Context: an optimization exercise on an open-source flow, tuned for small area, a short achievable clock period and few clock cycles per item. The choices shown serve that exercise and are no tape-out recipe. At most, simulation tests tie the RTL to the original design; equivalence was not proved. Power and IR drop assume default switching activity.

// restoringDividerFinal
module restoringDividerFinal (
    input  logic        clk,
    input  logic        rst,
    input  logic        start,
    input  logic        toggle,
    input  logic        push,
    input  logic [15:0] user_input,
    output logic        valid,
    output logic [6:0]  seg,
    output logic [7:0]  an,
    output logic [15:0] quotient,
    output logic [15:0] remainder
);
    function automatic logic [3:0] msb_pos(input logic [15:0] v);
        logic [7:0] v8;
        logic [3:0] v4;
        logic [1:0] v2;
        msb_pos[3] = |v[15:8];
        v8 = msb_pos[3] ? v[15:8] : v[7:0];
        msb_pos[2] = |v8[7:4];
        v4 = msb_pos[2] ? v8[7:4] : v8[3:0];
        msb_pos[1] = |v4[3:2];
        v2 = msb_pos[1] ? v4[3:2] : v4[1:0];
        msb_pos[0] = v2[1];
    endfunction
    logic [15:0] divisor, dividend;
    logic [3:0]  m;                 
    logic        zero_q;            
    logic [3:0]  in_pos, pa, pb;    
    logic [4:0]  m_new_a;           
    logic [4:0]  m_new_b;           
    assign in_pos = msb_pos(user_input);
    assign pa     = msb_pos(dividend);
    assign pb     = msb_pos(divisor);
    always_comb begin
        m_new_a = {1'b0, in_pos} - {1'b0, pb};
        m_new_b = {1'b0, pa} - {1'b0, in_pos};
    end
    always_ff @(posedge clk or posedge rst) begin
        if (rst) begin
            divisor  <= 16'd0;
            dividend <= 16'd0;
            m        <= 4'd0;
            zero_q   <= 1'b1;
        end else if (push) begin
            if (toggle) begin
                divisor <= user_input;
                m       <= m_new_b[3:0];
                zero_q  <= m_new_b[4] || (user_input == 16'd0);
            end else begin
  ...
export LEC_CHECK = 0
export CAP_MARGIN = 20
export CORE_MARGIN = 2
export CORE_UTILIZATION = 60
export SETUP_SLACK_MARGIN = 1.8
export SLEW_MARGIN = 20
export SYNTH_HIERARCHICAL = 1
export SYNTH_MINIMUM_KEEP_SIZE = 0
create_clock -name core_clock -period 4.0 [get_ports {clk}]
standard.sh (not shown) runs the stock make flow with config.mk's settings and CLKGATE_MAP_FILE= SYNTH_SCRIPT=/design/flow/synth_recipe.tcl, a recipe that flattens the netlist after the stock synthesis.
==> flow/flow/run.sh <==
#!/bin/bash
# The standard ORFS flow (standard.sh) with two changes:
#  - synthesis does not extract full/half adder cells (ABC maps that logic)
#  - port buffers are buf_1 cells (the resizer upsizes those that timing needs)
# make's full output goes to flow.log; ORFS keeps each step's log under orfs/logs.
bash standard.sh ADDER_MAP_FILE= "BUFFER_PORTS_ARGS=-buffer_cell sky130_fd_sc_hd__buf_1" finish > flow.log 2>&1
The baseline finished with timing, DRC and antenna clean.
Then changed:
SYNTH_HIERARCHICAL = default   (was 1)
SYNTH_MINIMUM_KEEP_SIZE = default   (was 0)
The new run passed the timing, design-rule and antenna checks. Via count came out lower by 1.9%. Setup slack gains 0.055 ns. Power came out lower by 6.0%. Final area came out lower by 4.8%. Critical path depth came out higher by 1. Die area came out lower by 5.2%. Synthesized cell count came out lower by 6.6%.
No functional check of the RTL was part of any run of this note.

Setup of run A:
Another version of the RTL of restoringDividerFinal (not shown whole).
Size in the first run: about 69 I/O pins.
==> flow/config.mk <==
export PLATFORM = sky130hd
export DESIGN_NAME = restoringDividerFinal
export DESIGN_NICKNAME = restoringDividerFinal
export VERILOG_FILES = /design/flow/design.v
export SDC_FILE = /design/flow/constraint.sdc
export NUM_CORES = 4
export LEC_CHECK = 0
export ABC_CLOCK_PERIOD_IN_PS = 2000
export CAP_MARGIN = 20
export CORE_MARGIN = 2
export CORE_UTILIZATION = 60
export SETUP_SLACK_MARGIN = 2.0
export SLEW_MARGIN = 20
==> flow/constraint.sdc <==
create_clock -name core_clock -period 4.0 [get_ports {clk}]
set_input_delay 0.8000 -clock core_clock [delete_from_list [all_inputs] [get_ports {clk}]]
set_output_delay 0.8000 -clock core_clock [all_outputs]
set_load 0.01 [all_outputs]
run.sh (not shown) runs the stock make flow with config.mk's settings and CLKGATE_MAP_FILE= SYNTH_SCRIPT=/design/flow/synth_recipe.tcl, a recipe that flattens the netlist after the stock synthesis.
Stock flow here: none of the scripts above is used.
The flow did not stop early for run A: all stages ran, and the layout cleared the timing, design-rule and antenna checks.
> inputs changed (run A -> run D)
# run A
export LEC_CHECK = 0
export ABC_CLOCK_PERIOD_IN_PS = 2000
export CAP_MARGIN = 20
export CORE_MARGIN = 2
export CORE_UTILIZATION = 60
export SETUP_SLACK_MARGIN = 2.0
export SLEW_MARGIN = 20
create_clock -name core_clock -period 4.0 [get_ports {clk}]
# run D
export LEC_CHECK = 0
export CAP_MARGIN = 20
export CORE_MARGIN = 2
export CORE_UTILIZATION = 40
export SLEW_MARGIN = 20
create_clock -name core_clock -period 4.0 [get_ports {clk}]
[summary]
- Run D: flow completed, timing, DRC and antenna clean
- Having completed the whole flow, run A delivered a layout that passed the timing, design-rule and antenna checks.
- Data arrival at the endpoint of the critical path up 570 ps in run D wrt run A
- Delta (run D minus run A): combinational power decreased by 28% relative to the old numbers, final-layout worst hold slack closely matched the old numbers.
- The higher design internal power of run A and run D is in run A.
- The higher minimum clock period after layout of run A and run D is in run D.
- Wire length of the first global-routing pass: run D vs run A down about 13%
- Delta (run D minus run A): clock share of power increased 3.2 points, global-route usage decreased 13 points.
- Compared with run A, placement density in the core of run D is lower.
Function was not checked in any run of this note: the RTL went through the layout flow alone.

restoringDividerFinal, a different RTL version from the one above (not shown whole).
For scale: roughly 1100 cells after synthesis, roughly 130 flip-flops, ~69 I/O pins.
Design restoringDividerFinal, start of the top module:
module restoringDividerFinal (
    input  logic        clk,
    input  logic        rst,
    input  logic        start,
    input  logic        toggle,
    input  logic        push,
    input  logic [15:0] user_input,
    output logic        valid,
    output logic [6:0]  seg,
    output logic [7:0]  an,
    output logic [15:0] quotient,
    output logic [15:0] remainder
);
    function automatic logic [3:0] msb_pos(input logic [15:0] v);
        logic [7:0] v8;
        logic [3:0] v4;
        logic [1:0] v2;
        msb_pos[3] = |v[15:8];
        v8 = msb_pos[3] ? v[15:8] : v[7:0];
        msb_pos[2] = |v8[7:4];
        v4 = msb_pos[2] ? v8[7:4] : v8[3:0];
        msb_pos[1] = |v4[3:2];
        v2 = msb_pos[1] ? v4[3:2] : v4[1:0];
        msb_pos[0] = v2[1];
    endfunction
    logic [15:0] divisor, dividend;
    logic [3:0]  pb, pa;            
    always_ff @(posedge clk or posedge rst) begin
        if (rst) begin
            divisor  <= 16'd0;
            dividend <= 16'd0;
            pb       <= 4'd0;
            pa       <= 4'd0;
        end else if (push) begin
            if (toggle) begin
                divisor <= user_input;
                pb      <= msb_pos(user_input);
            end else begin
                dividend <= user_input;
                pa       <= msb_pos(user_input);
            end
        end
    end
    logic [15:0] rem_reg;           
    logic [15:0] quo_reg;           
    logic        abit;              
    logic [3:0]  count;             
    logic        busy;
    logic        pre_ok;            
    logic [3:0]  m;                 
    logic        zero_q;            
  ...
clock: 4.0 ns
lec_check: 0
abc_area: 1
cap_margin: 20
core_margin: 2
core_utilization: 60
cts_buf_list: sky130_fd_sc_hd__clkbuf_4 sky130_fd_sc_hd__clkbuf_8
gpl_timing_driven: 0
setup_slack_margin: 1.9
slew_margin: 20
standard.sh (not shown) runs the stock make flow with config.mk's settings and CLKGATE_MAP_FILE= SYNTH_SCRIPT=/design/flow/synth_recipe.tcl, a recipe that flattens the netlist after the stock synthesis.
Scripts as last shown in full above: flow/flow/run.sh
The baseline passed the timing, design-rule and antenna checks.
Testbench counts at the start, summed over its fixed seeds: cycles 12,201, items 2,400.
Change:
CORE_UTILIZATION = 66   (was 60)
GPL_TIMING_DRIVEN = default   (was 0)
The changed run finished with timing, DRC and antenna clean.
Register-to-register slack improved by 40 ps.
Maximum frequency went down slightly.
Sequential cell count stays the same.
Global-route usage went down by 0.12 points.
Die area went down by a little under a tenth.
Clock skew went down by 6.7 ps.
Sequential share of layout area went down by 0.12 points.
Routed wire length went down slightly.
Cell area went up slightly.
Change:
CORE_UTILIZATION = 60   (was 66)
SETUP_SLACK_MARGIN = 1.95   (was 1.9)
Result:
- final cell count rose by about 2.2%
- routed wire length went up by 3.3%
- clock power stays flat
- maximum frequency is higher by 3.3%

restoringDividerFinal, a different RTL version from the one above (not shown whole).
For scale: ~670 cells after synthesis, about 69 I/O pins, roughly 7100 sq um of cells after synthesis.
clock: 4.0 ns
lec_check: 0
cap_margin: 20
core_margin: 2
core_utilization: 60
setup_slack_margin: 1.8
slew_margin: 20
Scripts as last shown in full above: flow/flow/run.sh
The starting point produced a clean layout.
Testbench counts at the start, summed over its fixed seeds: cycles 12,627, items 2,400.
Then changed:
- ABC_AREA: unset -> 1
- CTS_BUF_LIST: unset -> sky130_fd_sc_hd__clkbuf_4 sky130_fd_sc_hd__clkbuf_8
- SETUP_SLACK_MARGIN: 1.8 -> 1.9
What happened:
- sequential share of layout area increases by 2.9 points
- first-iteration DRC count decreases by 40%
- hold slack is worse by 220 ps
- flip-flop and latch count stays the same
- power decreases by 16%
- wire length decreases by 3.3%
- non-clock buffer count decreases by 61
- setup slack is better by 700 ps
- combinational power decreases by 9.9%
- utilization decreases by 14 points
- design area decreases by 8.7%
Then changed:
- CTS_BUF_LIST: sky130_fd_sc_hd__clkbuf_4 sky130_fd_sc_hd__clkbuf_8 -> unset
- SETUP_SLACK_MARGIN: 1.9 -> 2.0
After rerunning:
- The changed run completed without violations
- critical path depth goes up by 2
- routed wire length climbs by 5.8%
- final area went up by about 7%
- die area stays the same
- clock-buffer cell count climbs by 1
- core utilization rose by 4.6 points
- worst hold slack improves by 39 ps
- cell count climbs by about 1.6%
- area after synthesis does not change
Then changed:
==> flow/run.sh (new file) <==
#!/bin/bash
# synth_recipe.tcl (not shown) runs the flow's synth.tcl, then flattens the netlist and writes it again
# the make line also repeats each setting of config.mk as NAME=value (left out here)
make -C /OpenROAD-flow-scripts/flow DESIGN_CONFIG=/design/flow/config.mk WORK_HOME=/design/flow/orfs CLKGATE_MAP_FILE= SYNTH_SCRIPT=/design/flow/synth_recipe.tcl finish
removed: flow/flow/run.sh
removed: flow/standard.sh
The new run ran to the end with no violations.
Via count goes up slightly.
Flip-flop and latch count does not change.
Count of clock-buffer cells in the layout goes down by 2.
Critical path depth is unchanged.
Total power goes up by a few percent.
Wire length goes up by a few percent.
Register-to-register slack loses 640 ps.
Synthesized cell count goes down by a few percent.
Then changed:
==> flow/flow/run.sh (new file) <==
#!/bin/bash
# The standard ORFS flow (standard.sh) with two changes:
#  - synthesis does not extract full/half adder cells (ABC maps that logic)
#  - port buffers are buf_1 cells (the resizer upsizes those that timing needs)
# make's full output goes to flow.log; ORFS keeps each step's log under orfs/logs.
bash standard.sh ADDER_MAP_FILE= "BUFFER_PORTS_ARGS=-buffer_cell sky130_fd_sc_hd__buf_1" finish > flow.log 2>&1
==> flow/standard.sh (new file) <==
#!/bin/bash
# synth_recipe.tcl (not shown) runs the flow's synth.tcl, then flattens the netlist and writes it again
# the make line also repeats each setting of config.mk as NAME=value (left out here)
make -C /OpenROAD-flow-scripts/flow DESIGN_CONFIG=/design/flow/config.mk WORK_HOME=/design/flow/orfs CLKGATE_MAP_FILE= SYNTH_SCRIPT=/design/flow/synth_recipe.tcl "${@:-finish}"
- CTS_BUF_LIST: unset -> sky130_fd_sc_hd__clkbuf_4 sky130_fd_sc_hd__clkbuf_8
removed: flow/run.sh
Effect: The new run went through all stages and came out clean. Count of clock-buffer cells in the layout rose by 1. Utilization fell by 6.3 points. Clock power fell by 22%. Critical path depth fell by 2. Power fell by 8.0%. Sequential power fell by about 8%. Via count fell by 0.80%. Die area rose by 2.0%. Non-clock buffer count fell by 20. Cell area fell by 7.3%.

restoringDividerFinal again, from the RTL that the note above started with.
export LEC_CHECK = 0
export ABC_AREA = 1
export CAP_MARGIN = 20
export CORE_MARGIN = 2
export CORE_UTILIZATION = 60
export SETUP_SLACK_MARGIN = 1.9
export SLEW_MARGIN = 20
create_clock -name core_clock -period 4.0 [get_ports {clk}]
==> flow/flow/run.sh <==
#!/bin/bash
# The standard ORFS flow (standard.sh) with two changes:
#  - synthesis does not extract full/half adder cells (ABC maps that logic)
#  - port buffers are buf_1 cells (the resizer upsizes those that timing needs)
# make's full output goes to flow.log; ORFS keeps each step's log under orfs/logs.
bash standard.sh ADDER_MAP_FILE= "BUFFER_PORTS_ARGS=-buffer_cell sky130_fd_sc_hd__buf_1" finish > flow.log 2>&1
Testbench counts at the start, summed over its fixed seeds: cycles 12,627, items 2,400.
Change:
==> flow/run.sh (new file) <==
#!/bin/bash
# synth_recipe.tcl (not shown) runs the flow's synth.tcl, then flattens the netlist and writes it again
# the make line also repeats each setting of config.mk as NAME=value (left out here)
make -C /OpenROAD-flow-scripts/flow DESIGN_CONFIG=/design/flow/config.mk WORK_HOME=/design/flow/orfs CLKGATE_MAP_FILE= SYNTH_SCRIPT=/design/flow/synth_recipe.tcl finish
- ABC_AREA: 1 -> default
- SETUP_SLACK_MARGIN: 1.9 -> 1.8
removed: flow/flow/run.sh
removed: flow/standard.sh
- count of clock-buffer cells in the layout decreases by 2
- sequential power is higher by about a fifth
- die area fell by a little under a tenth
- first-iteration DRC count went up by a few percent
- cell area is higher by roughly a tenth
- worst setup slack gets worse by 850 ps
- non-clock buffer count is higher by 69
- hold slack is better by 230 ps
- wire length increases by roughly a tenth
Change:
==> flow/flow/run.sh (new file) <==
#!/bin/bash
# The standard ORFS flow (standard.sh) with two changes:
#  - synthesis does not extract full/half adder cells (ABC maps that logic)
#  - port buffers are buf_1 cells (the resizer upsizes those that timing needs)
# make's full output goes to flow.log; ORFS keeps each step's log under orfs/logs.
bash standard.sh ADDER_MAP_FILE= "BUFFER_PORTS_ARGS=-buffer_cell sky130_fd_sc_hd__buf_1" finish > flow.log 2>&1
==> flow/standard.sh (new file) <==
#!/bin/bash
# synth_recipe.tcl (not shown) runs the flow's synth.tcl, then flattens the netlist and writes it again
# the make line also repeats each setting of config.mk as NAME=value (left out here)
make -C /OpenROAD-flow-scripts/flow DESIGN_CONFIG=/design/flow/config.mk WORK_HOME=/design/flow/orfs CLKGATE_MAP_FILE= SYNTH_SCRIPT=/design/flow/synth_recipe.tcl "${@:-finish}"
- ABC_AREA: default -> 1
- CTS_BUF_LIST: default -> sky130_fd_sc_hd__clkbuf_4 sky130_fd_sc_hd__clkbuf_8
removed: flow/run.sh
After rerunning:
- cell count rises by about 43%
- power fell by about 20%
- hold slack got worse by 270 ps
- first-iteration DRC count fell by 19%
- final area went down by about 14%
Change:
- CTS_BUF_LIST: sky130_fd_sc_hd__clkbuf_4 sky130_fd_sc_hd__clkbuf_8 -> default
- SETUP_SLACK_MARGIN: 1.8 -> 2.2
Outcome: Worst setup slack is better by 9.2 ps. Clock power goes up by 46%. Final area grows by about 26%.

RTL: one of the versions met above, not the one the previous note started from.
For scale: roughly 130 flip-flops, ~7500 um2 of cells after synthesis.
clock: 4.0 ns
lec_check: 0
abc_area: 1
cap_margin: 20
core_margin: 2
core_utilization: 60
cts_buf_list: sky130_fd_sc_hd__clkbuf_2 sky130_fd_sc_hd__clkbuf_4 sky130_fd_sc_hd__clkbuf_8
setup_slack_margin: 1.9
slew_margin: 20
==> flow/flow/run.sh <==
#!/bin/bash
# The standard ORFS flow (standard.sh) with two changes:
#  - synthesis does not extract full/half adder cells (ABC maps that logic)
#  - port buffers are buf_1 cells (the resizer upsizes those that timing needs)
# make's full output goes to flow.log; ORFS keeps each step's log under orfs/logs.
bash standard.sh ADDER_MAP_FILE= "BUFFER_PORTS_ARGS=-buffer_cell sky130_fd_sc_hd__buf_1" finish > flow.log 2>&1
Testbench counts at the start, summed over its fixed seeds: cycles 12,201, items 2,400.
Change:
--- a/flow/config.mk
+++ b/flow/config.mk
@@ -11,4 +11,4 @@
 export CORE_UTILIZATION = 60
-export CTS_BUF_LIST = sky130_fd_sc_hd__clkbuf_2 sky130_fd_sc_hd__clkbuf_4 sky130_fd_sc_hd__clkbuf_8
-export SETUP_SLACK_MARGIN = 1.9
+export CTS_BUF_LIST = sky130_fd_sc_hd__clkbuf_4 sky130_fd_sc_hd__clkbuf_8
+export SETUP_SLACK_MARGIN = 1.85
 export SLEW_MARGIN = 20
After rerunning:
- global-route usage shrinks by 0.62 points
- final area shrinks by 1.0%
- die area stays the same
- total power shrinks by 1.6%
- cell count shrinks by 0.36%
- routed wire length shrinks by 1.2%
Change:
--- a/flow/config.mk
+++ b/flow/config.mk
@@ -12,3 +12,4 @@
 export CTS_BUF_LIST = sky130_fd_sc_hd__clkbuf_4 sky130_fd_sc_hd__clkbuf_8
-export SETUP_SLACK_MARGIN = 1.85
+export SETUP_SLACK_MARGIN = 1.9
 export SLEW_MARGIN = 20
+export TNS_END_PERCENT = 5
=> Setup slack loses 0.037 ns; clock skew is about the same; wire length shrinks slightly; via count goes down slightly; final area went down slightly.
Change:
--- a/flow/config.mk
+++ b/flow/config.mk
@@ -14,2 +14 @@
 export SLEW_MARGIN = 20
-export TNS_END_PERCENT = 5
Wire length goes up by about 1.9%.
Cell area grows by 1.4%.
Cell count went up by 0.44%.
Worst setup slack improved by 0.078 ns.
Power goes up by about 2.2%.
Synthesized area stays the same.
Fmax rises by about 4%.
Global-route usage grows by 0.68 points.
Hold slack is about the same.
Flip-flop and latch count stays the same.
Register-to-register slack gets better by 0.08 ns.

## what the ideal ports hide
The flow's constraints put no driver on any port. The routed layouts listed below were extracted and timed again, unchanged, in two steps. Step 1 (the two cells are an assumption about what drives the block):
set clk [get_ports {clk}]
set_driving_cell -lib_cell sky130_fd_sc_hd__clkbuf_16 $clk
set_driving_cell -lib_cell sky130_fd_sc_hd__buf_2 [delete_from_list [all_inputs] $clk]
Step 2, shift: input delay + t, output delay - t, t = (earliest + latest rising clock arrival at the registers) / 2. This alone moves slack from input paths to output paths. a / b / c = ideal ports / drivers / drivers and shift; a / b = the first two.
run | t, ns | slack for setup (ns) | clock arrival spread, ns
the first run of note 1 | 0.464 | 1.122 / 1.125 / 0.661 | 0.010 / 0.010
the second run of note 1 | 0.468 | 1.177 / 1.177 / 0.727 | 0.012 / 0.013
run A | 0.463 | 1.266 / 1.266 / 1.266 | 0.008 / 0.009
run D | 0.472 | 0.682 / 0.682 / 0.682 | 0.008 / 0.007
the first run of note 3 | 0.475 | 1.922 / 1.922 / 1.600 | 0.017 / 0.016
the second run of note 3 | 0.480 | 1.904 / 1.870 / 1.623 | 0.009 / 0.009
the third run of note 3 | 0.494 | 1.971 / 1.971 / 1.531 | 0.012 / 0.012
the first run of note 4 | 0.464 | 1.291 / 1.291 / 1.192 | 0.007 / 0.007
the second run of note 4 | 0.496 | 1.989 / 1.958 / 1.570 | 0.010 / 0.010
the third run of note 4 | 0.466 | 2.023 / 1.995 / 1.684 | 0.006 / 0.005
the fourth run of note 4 | 0.463 | 1.383 / 1.383 / 1.383 | 0.009 / 0.010
the fifth run of note 4 | 0.495 | 1.993 / 1.993 / 1.683 | 0.010 / 0.009
the first run of note 5 | 0.466 | 2.010 / 1.993 / 1.685 | 0.006 / 0.006
the second run of note 5 | 0.470 | 1.159 / 1.159 / 1.159 | 0.013 / 0.012
the third run of note 5 | 0.491 | 1.901 / 1.869 / 1.577 | 0.011 / 0.011
the fourth run of note 5 | 0.474 | 1.910 / 1.910 / 1.682 | 0.011 / 0.011
the first run of note 6 | 0.485 | 1.967 / 1.967 / 1.657 | 0.012 / 0.012
the second run of note 6 | 0.484 | 1.925 / 1.925 / 1.665 | 0.012 / 0.011
the third run of note 6 | 0.483 | 1.888 / 1.888 / 1.656 | 0.012 / 0.012
the fourth run of note 6 | 0.485 | 1.967 / 1.967 / 1.657 | 0.012 / 0.012
After both steps every run listed still meets setup and hold. The setup slack of the first run of note 1, which loses most, moves by +0.003 ns with the drivers and by -0.461 ns with both steps.
